This is an optimization exercise on Yosys and OpenROAD, whose aim is small area, not a production implementation.
Function was checked by simulation only, so behaviour that the tests miss may differ from the original.

// adpll_ctr
module adpll_ctr
   (
    input                     rst,
    input                     clk,
    input                     valid,
    input [5-1:0] address,
    input [26-1:0] wdata,
    input                     wstrb,
    output [1:0]              rdata,
    output reg                ready,
    input                     data_mod,  
    output                    dco_pd,
    output reg [1:0]          dco_osc_gain,
    output [4:0]              dco_c_l_rall,
    output [4:0]              dco_c_l_row,
    output [4:0]              dco_c_l_col,
    output [15:0]             dco_c_m_rall,
    output [15:0]             dco_c_m_row,
    output [15:0]             dco_c_m_col,
    output [15:0]             dco_c_s_rall,
    output [15:0]             dco_c_s_row,
    output [15:0]             dco_c_s_col,
    output                    tdc_pd,
    output                    tdc_pd_inj,
    output reg [2:0]          tdc_ctr_freq,
    input [6:0]               tdc_ripple_count,
    input [15:0]              tdc_phase
    );
clock: 40.0 ns
lec_check: 0
abc_area: 1
cap_margin: 20
core_margin: 2
core_utilization: 40
place_density: 0.6
slew_margin: 20
standard.sh (not shown) runs the stock make flow with config.mk's settings and CLKGATE_MAP_FILE= SYNTH_SCRIPT=/design/flow/synth_recipe.tcl, a recipe that flattens the netlist after the stock synthesis.
==> flow/flow/run.sh <==
#!/bin/bash
# Standard ORFS layout (the standard.sh, standard synthesis unchanged) with
# two changes: the port buffers use the smallest buffer cell, and clock tree
# synthesis inserts no dummy loads and builds the tree from clkbuf_4 cells.
set -euo pipefail
cd "$(dirname "$0")/.."
export BUFFER_PORTS_ARGS="-buffer_cell sky130_fd_sc_hd__buf_1"
export RECOVER_POWER=100
export CTS_ARGS="-sink_clustering_enable -repair_clock_nets -dont_use_dummy_load -buf_list sky130_fd_sc_hd__clkbuf_4 -sink_clustering_size 8 -sink_clustering_max_diameter 50"
bash standard.sh > flow_standard.log 2>&1
The baseline finished with capacitance limit, slew limit left.
Edit:
--- a/flow/flow/run.sh
+++ b/flow/flow/run.sh
@@ -8 +7,0 @@
-export RECOVER_POWER=100
CORE_UTILIZATION = 30   (was 40)
What happened:
- With this change the flow completed with no timing, DRC or antenna violations
- non-clock buffer count rose by 3
- count of clock-buffer cells in the layout falls by 6
- global-route usage drops by 5.6 points
- routed wire length rose by 1.1%
- utilization shrinks by 10 points
- first-iteration DRC count barely changes
- flip-flop and latch count is unchanged
- synthesized area stays the same
- setup slack got worse by 0.12 ns
Edit:
CORE_UTILIZATION = 50   (was 30)
- The new run completed without violations
- register-to-register slack loses 0.06 ns
- die area came out lower by 40%
- via count shrinks by about 0.5%
Edit:
CORE_UTILIZATION = 40   (was 50)
Result:
- global-route usage decreases by 6.3 points
- final area increases by 0.88%
- worst setup slack gets worse by 0.061 ns
- routed wire length decreases by 1.2%
- via count is about the same
- sequential share of layout area decreases by 0.22 points
- clock-buffer cell count increases by 5


Another version of the RTL of adpll_ctr (not shown whole).
Size in the first run: about 4800 cells after synthesis, ~35000 um^2 of cells after synthesis.
export LEC_CHECK = 0
export ABC_AREA = 1
export CAP_MARGIN = 20
export CORE_MARGIN = 2
export CORE_UTILIZATION = 40
export PLACE_DENSITY = 0.6
export SLEW_MARGIN = 20
create_clock -name core_clock -period 40.0 [get_ports {clk}]
==> flow/flow/run.sh <==
#!/bin/bash
# Standard ORFS layout (the standard.sh, standard synthesis unchanged) with
# two changes: the port buffers use the smallest buffer cell, and clock tree
# synthesis inserts no dummy loads and builds the tree from clkbuf_4 cells.
set -euo pipefail
cd "$(dirname "$0")/.."
export BUFFER_PORTS_ARGS="-buffer_cell sky130_fd_sc_hd__buf_1"
export CTS_ARGS="-sink_clustering_enable -repair_clock_nets -dont_use_dummy_load -buf_list sky130_fd_sc_hd__clkbuf_4"
bash standard.sh > flow_standard.log 2>&1
The first run ran to the end with no violations.
==> next run, changes <==
==> flow/run.sh (new file) <==
#!/bin/bash
# synth_recipe.tcl (not shown) runs the flow's synth.tcl, then flattens the netlist and writes it again
# the make line also repeats each setting of config.mk as NAME=value (left out here)
make -C /OpenROAD-flow-scripts/flow DESIGN_CONFIG=/design/flow/config.mk WORK_HOME=/design/flow/orfs CLKGATE_MAP_FILE= SYNTH_SCRIPT=/design/flow/synth_recipe.tcl finish
removed: flow/flow/run.sh
removed: flow/standard.sh
=>
- global-route usage climbs by 0.11 points
- cell count hardly moves
- wire length climbs by about 1.2%
- setup slack degrades by 0.053 ns
- critical path depth drops by 6
- register-to-register slack improves by 0.38 ns
- cell area climbs by 5.2%
==> next run, changes <==
==> flow/flow/run.sh (new file) <==
#!/bin/bash
# Standard ORFS layout (the standard.sh, standard synthesis unchanged) with
# two changes: the port buffers use the smallest buffer cell, and clock tree
# synthesis inserts no dummy loads.
set -euo pipefail
cd "$(dirname "$0")/.."
export BUFFER_PORTS_ARGS="-buffer_cell sky130_fd_sc_hd__buf_1"
export CTS_ARGS="-sink_clustering_enable -repair_clock_nets -dont_use_dummy_load"
bash standard.sh > flow_standard.log 2>&1
==> flow/standard.sh (new file) <==
#!/bin/bash
# synth_recipe.tcl (not shown) runs the flow's synth.tcl, then flattens the netlist and writes it again
# the make line also repeats each setting of config.mk as NAME=value (left out here)
make -C /OpenROAD-flow-scripts/flow DESIGN_CONFIG=/design/flow/config.mk WORK_HOME=/design/flow/orfs CLKGATE_MAP_FILE= SYNTH_SCRIPT=/design/flow/synth_recipe.tcl "${@:-finish}"
- CTS_BUF_LIST: not set -> sky130_fd_sc_hd__clkbuf_4
removed: flow/run.sh
Worst setup slack is better by 0.059 ns.
Non-clock buffer count went down by 3.
Synthesized area does not change.
Core utilization went down by 1.8 points.
Wire length went down by 1.5%.
Via count does not change.


## the previous run
Another version of the RTL of adpll_ctr (not shown whole).
For scale: ~380 flip-flops, roughly 35,000 sq um of cells after synthesis.
clock: 40.0 ns
lec_check: 0
abc_area: 1
cap_margin: 20
core_margin: 2
core_utilization: 40
place_density: 0.6
slew_margin: 20
==> flow/flow/run.sh <==
#!/bin/bash
# Standard ORFS layout (the standard.sh, standard synthesis unchanged) with
# two changes: the port buffers use the smallest buffer cell, and clock tree
# synthesis inserts no dummy loads and builds the tree from clkbuf_4 cells.
set -euo pipefail
cd "$(dirname "$0")/.."
export BUFFER_PORTS_ARGS="-buffer_cell sky130_fd_sc_hd__buf_1"
export CTS_ARGS="-sink_clustering_enable -repair_clock_nets -dont_use_dummy_load -buf_list sky130_fd_sc_hd__clkbuf_4"
bash standard.sh > flow_standard.log 2>&1
The previous run completed every stage of the flow, and the final layout passed the timing, design-rule and antenna checks.
#### Input delta (the current run over the previous run)
--- a/flow/flow/run.sh
+++ b/flow/flow/run.sh
@@ -8 +8 @@
-export CTS_ARGS="-sink_clustering_enable -repair_clock_nets -dont_use_dummy_load -buf_list sky130_fd_sc_hd__clkbuf_4"
+export CTS_ARGS="-sink_clustering_enable -repair_clock_nets -dont_use_dummy_load -buf_list sky130_fd_sc_hd__clkbuf_4 -sink_clustering_size 8 -sink_clustering_max_diameter 50"
[summary]
Compared with the previous run, the current run ends up with a smaller final cell area. The current run vs the previous run: share of layout cells above drive strength 1 down. Fraction of standard cell area that is sequential | the current run above the previous run. The previous run and the current run ended up with nearly the same met1 demand-to-capacity share in global routing. Re I/O pin count: no difference whatsoever between the current run and the previous run. In the current run, the global-route track usage on met3 came out 0.34 points below the value in the previous run. The clock transition at the register clock pins on the worst setup and hold paths after CTS was comparable across the previous run and the current run. Delay of the slowest critical-path stage delta for the current run relative to the previous run: 0.02 ns lower. On signal arrival time at the worst endpoint, the previous run and the current run are neck and neck.


## 04-24
adpll_ctr, a different RTL version from the one above (not shown whole).
For scale: about 380 flip-flops, roughly 180 I/O pins, roughly 37000 µm² of cells after synthesis.
==> flow/config.mk <==
export PLATFORM = sky130hd
export DESIGN_NAME = adpll_ctr
export DESIGN_NICKNAME = adpll_ctr
export VERILOG_FILES = /design/flow/design.v
export SDC_FILE = /design/flow/constraint.sdc
export NUM_CORES = 4
export LEC_CHECK = 0
export CAP_MARGIN = 20
export CORE_MARGIN = 2
export CORE_UTILIZATION = 60
export PLACE_DENSITY = 0.72
export SLEW_MARGIN = 20
==> flow/constraint.sdc <==
create_clock -name core_clock -period 40.0 [get_ports {clk}]
set_input_delay 8.0000 -clock core_clock [delete_from_list [all_inputs] [get_ports {clk}]]
set_output_delay 8.0000 -clock core_clock [all_outputs]
set_load 0.01 [all_outputs]
run.sh (not shown) runs the stock make flow with config.mk's settings and CLKGATE_MAP_FILE= SYNTH_SCRIPT=/design/flow/synth_recipe.tcl, a recipe that flattens the netlist after the stock synthesis.
Stock flow here: none of the scripts above is used.
Modified inputs, 05-28 compared to 04-24
Settings: changing PLACE_DENSITY from 0.72 to 0.6; changing CORE_UTILIZATION from 60 to 40.
## What came out
05-28: full flow OK, the timing, design-rule and antenna checks passed
04-24 reached the end of the flow, and the finished layout is clean on the timing, design-rule and antenna checks.
Final standard cell area without fillers deteriorates in 05-28 relative to 04-24.
As of 05-28, x dimension of the die had risen by more than 10% compared to 04-24.
05-28 vs. 04-24: fmax saw an increase; antenna diode count moved down.
05-28 drops fewer vias than 04-24.
Routed wire in 05-28 totals more than in 04-24.

==> afterwards: timing with drivers on the ports <==
How much do the figures lean on ideal ports? The routed layouts below were timed once more, with nothing changed but the port constraints.
Step 1 assumes that a clkbuf_16 drives the clock port and a buf_2 every other input.
Step 2 moves the port delays by t, midway between the first and last clock arrival at a register: inputs arrive t later, outputs are due t later. That takes back most of the time a late clock gives input paths.
a / b / c = no drivers / after step 1 / after step 2; a / b = the first two.
| run | t, ns | slack for setup (ns) | worst slew at a driven data input, ns | cell pins on the clock port's net |
|---|---|---|---|---|
| the first run of note 1 | 0.908 | 1.631 / 1.609 / 1.609 | 0.09 | 1 |
| the second run of note 1 | 0.883 | 1.514 / 1.492 / 1.492 | 0.11 | 1 |
| the third run of note 1 | 0.877 | 1.698 / 1.677 / 1.677 | 0.05 | 1 |
| the fourth run of note 1 | 0.908 | 1.637 / 1.615 / 1.615 | 0.09 | 1 |
| the first run of note 2 | 0.925 | 2.562 / 2.537 / 2.537 | 0.11 | 1 |
| the second run of note 2 | 0.676 | 2.509 / 2.489 / 2.489 | 0.08 | 1 |
| the third run of note 2 | 0.642 | 2.568 / 2.544 / 2.544 | 0.10 | 1 |
| the previous run | 0.926 | 3.780 / 3.755 / 3.755 | 0.05 | 1 |
| the current run | 0.871 | 3.793 / 3.769 / 3.769 | 0.05 | 1 |
| 04-24 | 0.674 | 0.990 / 0.927 / 0.927 | 0.11 | 1 |
| 05-28 | 0.672 | 1.138 / 1.069 / 1.069 | 0.11 | 1 |
The setup slack of 05-28, which loses most, moves by -0.069 ns with the drivers and by -0.069 ns with both steps.
